Context: an optimization exercise on an open-source flow, tuned for small area. The choices shown serve that exercise and are no tape-out recipe.
Where RTL was checked, it was by simulation tests only, not by an equivalence proof against the original.
Power figures rest on the tool's default switching activity, not on a simulated workload.

==> flow/design.v <==
`timescale 1ns / 1ps
module PUF_FSM (
    input  wire         clock,
    input  wire         reset,
    input  wire         start,
    input  wire         puf_request,
    input  wire         wdone,       
    input  wire         puf_out,     
    input  wire [11:0]  dm1,         
    input  wire [15:0]  row,         
    input  wire [15:0]  col,         
    output wire         done,
    output wire [255:0] crp,
    output wire [11:0]  oc,
    output reg  [3:0]   sel1,
    output reg  [3:0]   sel2,
    output reg  [3:0]   rng1,
    output reg  [3:0]   rng2
);
    reg  [1:0] st;
    reg        idx8;
    wire s0 = (st == 2'd0);
    wire s1 = (st == 2'd1);
    wire s2 = (st == 2'd2);
    wire s3 = (st == 2'd3);
    wire run = st[0];
    assign done = s2;
    reg [5:0] cnt;      
    reg [5:0] ones;     
    reg [11:0] pd;      
    reg [11:0] d0;      
    reg [10:0] md;      
    wire eq = (sel1 == sel2);
    wire last = s1 ? (cnt[5] & cnt[4] & cnt[1]) : (cnt[2] & cnt[0]);
    wire pe = run & wdone & (last | eq);           
    always @(posedge clock, posedge reset) begin
        if (reset) begin
            st   <= 2'd0;
            sel1 <= 4'd0;
            sel2 <= 4'd0;
        end else begin
            case (st)
                2'd0: if (start) st <= 2'd1;
                2'd1: if (idx8) st <= 2'd2;
                2'd2: if (puf_request) st <= 2'd3;
                2'd3: if (idx8) st <= 2'd2;
            endcase
            if (s0 | idx8) begin
                sel1 <= 4'd0;
                sel2 <= 4'd0;
            end else if (pe) begin
                {sel1, sel2} <= {sel1, sel2} + 8'd1;
            end
        end
    end
    always @(posedge clock)
        idx8 <= ~s0 & ~idx8 & pe & (&{sel1, sel2});
    always @(posedge clock) begin
        if (!run | pe) begin
            cnt  <= 6'd0;
            ones <= 6'd0;
        end else if (wdone) begin
            cnt  <= cnt + 6'd1;
            ones <= ones + {5'd0, puf_out};
        end
    end
    wire [11:0] cd = pd - d0;
    assign oc = cd;
    always @(posedge clock, posedge reset) begin
        if (reset) begin
            pd <= 12'd0;
            d0 <= 12'd0;
        end else if (s0 | (s1 & pe)) begin
            pd <= 12'd0;
            d0 <= 12'd0;
        end else if (s1 & wdone) begin
            pd <= dm1;
            if (cnt == 6'd0)
                d0 <= dm1;
        end
    end
    wire close = puf_out ? (dm1[11:1] == 11'd0) : ((&dm1[11:2]) & (dm1[1] ^ dm1[0]));
    wire [10:0] cabs = cd[10:0] ^ {11{cd[11]}};
    wire setrng = s1 & pe & ~eq & close & (cabs >= md);
    always @(posedge clock) begin
        if (s0)
            md <= 11'd0;
        else if (setrng)
            md <= cabs;
    end
    always @(posedge clock, posedge reset) begin
        if (reset) begin
            rng1 <= 4'd0;
            rng2 <= 4'd1;
        end else if (setrng) begin
            rng1 <= sel2;
            rng2 <= sel1;
        end
    end
    wire good = (ones > 6'd45) | (ones < 6'd5);
    wire resp = (ones >= 6'd3);
    genvar i, j;
    wire wg = s1 & pe & good;
    wire wr = s3 & pe & resp;
    wire clrcrp = s2 & puf_request;
    wire [255:0] pg, cr;
    generate
        for (i = 0; i < 16; i = i + 1) begin : g_row
            for (j = 0; j < 16; j = j + 1) begin : g_col
                if (i == j) begin : g_diag
                    assign pg[16*i+j] = 1'b0;
                    assign cr[16*i+j] = 1'b0;
                end else begin : g_bit
                    reg g, c;
                    always @(posedge clock) begin
                        if (s0)
                            g <= 1'b0;
                        else if (wg & row[i] & col[j])
                            g <= 1'b1;
                    end
                    always @(posedge clock) begin
                        if (clrcrp)
                            c <= 1'b0;
                        else if (wr & row[i] & col[j] & g)
                            c <= 1'b1;
                    end
                    assign pg[16*i+j] = g;
                    assign cr[16*i+j] = c;
                end
            end
        end
    endgenerate
    assign crp = cr;
endmodule
`timescale 1ns / 1ps
`default_nettype none
module ro_puf_ctrl (
    input  wire         clock,
    input  wire         reset,
    input  wire         enable,
    input  wire         puf_request,
    input  wire [3:0]   select1,
    input  wire [3:0]   select2,
    input  wire [191:0] counter_outs,
    output wire         puf_out,
    output wire         done,
    output wire [255:0] crp,
    output wire [11:0]  oc,
    output wire [3:0]   sel1,
    output wire [3:0]   sel2,
    output wire [3:0]   rng1,
    output wire [3:0]   rng2,
    output wire         ro_enable,
    output wire         ro_reset,
    output wire         cnt_enable,
    output wire         cnt_reset
);
    reg [5:0] cc;
    always @(posedge clock, posedge reset)
        if (reset) cc <= 6'd0;
        else if (enable) cc <= cc + 6'd1;
    wire wdone = &cc;
    wire [3:0] s1 = sel1 | (select1 & {4{done}});
    wire [3:0] s2 = sel2 | (select2 & {4{done}});
    wire [15:0] h1, h2;
    genvar i;
    generate
        for (i = 0; i < 16; i = i + 1) begin : g_dec
            assign h1[i] = (s1 == i);
            assign h2[i] = (s2 == i);
        end
    endgenerate
    reg [11:0] a, b;
    integer k;
    always @(*) begin
        a = 12'd0;
        b = 12'd0;
        for (k = 0; k < 16; k = k + 1) begin
            a = a | (counter_outs[12*k +: 12] & {12{h1[k]}});
            b = b | (counter_outs[12*k +: 12] & {12{h2[k]}});
        end
    end
    wire [12:0] sum = {1'b0, a} + {1'b0, ~b};    
    assign puf_out = sum[12];
    PUF_FSM fsm (
        .clock(clock), .reset(reset), .start(enable), .puf_request(puf_request),
        .wdone(wdone), .puf_out(puf_out), .dm1(sum[11:0]), .row(h1), .col(h2),
        .done(done), .crp(crp), .oc(oc), .sel1(sel1), .sel2(sel2),
        .rng1(rng1), .rng2(rng2));
    assign cnt_enable = ~wdone;
    assign cnt_reset  = (cc == 6'd2) | reset;
    assign ro_enable  = (enable & (cc > 6'd2)) | done;
    assign ro_reset   = reset | ((cc <= 6'd2) & ~done);
endmodule
`default_nettype wire
clock: 12.0 ns
lec_check: 0
cap_margin: 20
core_margin: 2
core_utilization: 60
slew_margin: 20
standard.sh (not shown) runs the stock make flow with config.mk's settings and CLKGATE_MAP_FILE= SYNTH_SCRIPT=/design/flow/synth_recipe.tcl, a recipe that flattens the netlist after the stock synthesis.
==> flow/flow/run.sh <==
#!/bin/bash
# Standard layout (the standard.sh), with these changes:
#  - port buffers are buf_1 cells;
#  - the clock tree uses small clock buffers and no dummy loads.
set -o pipefail
export BUFFER_PORTS_ARGS="-buffer_cell sky130_fd_sc_hd__buf_1"
export CTS_ARGS="-sink_clustering_enable -repair_clock_nets -dont_use_dummy_load -buf_list sky130_fd_sc_hd__clkbuf_4 -sink_clustering_size 9 -sink_clustering_max_diameter 60"
bash standard.sh > standard.log 2>&1
The first run ran to the end with no violations.
==> next run, changes <==
--- a/flow/design.v
+++ b/flow/design.v
@@ -63,21 +63,16 @@
             cnt  <= cnt + 6'd1;
             ones <= ones + {5'd0, puf_out};
         end
     end
     wire [11:0] cd = pd - d0;
-    assign oc = cd;
-    always @(posedge clock, posedge reset) begin
-        if (reset) begin
-            pd <= 12'd0;
-            d0 <= 12'd0;
-        end else if (s0 | (s1 & pe)) begin
-            pd <= 12'd0;
-            d0 <= 12'd0;
-        end else if (s1 & wdone) begin
+    wire cnt0 = (cnt == 6'd0);
+    assign oc = (s1 & ~cnt0) ? cd : 12'd0;
+    always @(posedge clock) begin
+        if (s1 & wdone) begin
             pd <= dm1;
-            if (cnt == 6'd0)
+            if (cnt0)
                 d0 <= dm1;
         end
     end
     wire close = puf_out ? (dm1[11:1] == 11'd0) : ((&dm1[11:2]) & (dm1[1] ^ dm1[0]));
     wire [10:0] cabs = cd[10:0] ^ {11{cd[11]}};
Effect: Global-route usage goes down by 0.48 points. Critical path depth goes down by 1. Die area goes down by 0.33%. Synthesized cell count goes down by 1.2%. Final cell count hardly moves. Power goes down by 21%. Area after synthesis goes down by 0.33%. First-iteration DRC count goes down by 15%. Via count goes down by 0.74%.
No functional check of the RTL was part of the second run of this note.

-- separate check: timing with driven ports --
No port has a modelled driver above. Below, the same layouts with a new extraction and two added sets of constraints. Step 1 assumes that a clkbuf_16 drives the clock port and a buf_2 every other input. Step 2 moves the port delays by t, midway between the first and last clock arrival at a register: inputs arrive t later, outputs are due t later. That takes back most of the time a late clock gives input paths. a / b / c = no drivers / after step 1 / after step 2; a / b = the first two.
run	t (ns)	setup WS [ns]	hold WS [ns]	worst setup path at the end	worst register clock-pin slew, ns
the first run	0.794	3.036 / 3.004 / 3.004	0.439 / 0.439 / 0.439	input to output	0.10 / 0.10
the second run	0.795	2.814 / 2.785 / 2.785	0.441 / 0.441 / 0.441	input to output	0.11 / 0.11
After both steps every run listed still meets setup and hold. For the first run, which loses most, drivers alone change the setup slack by -0.032 ns; drivers and shift together by -0.032 ns.
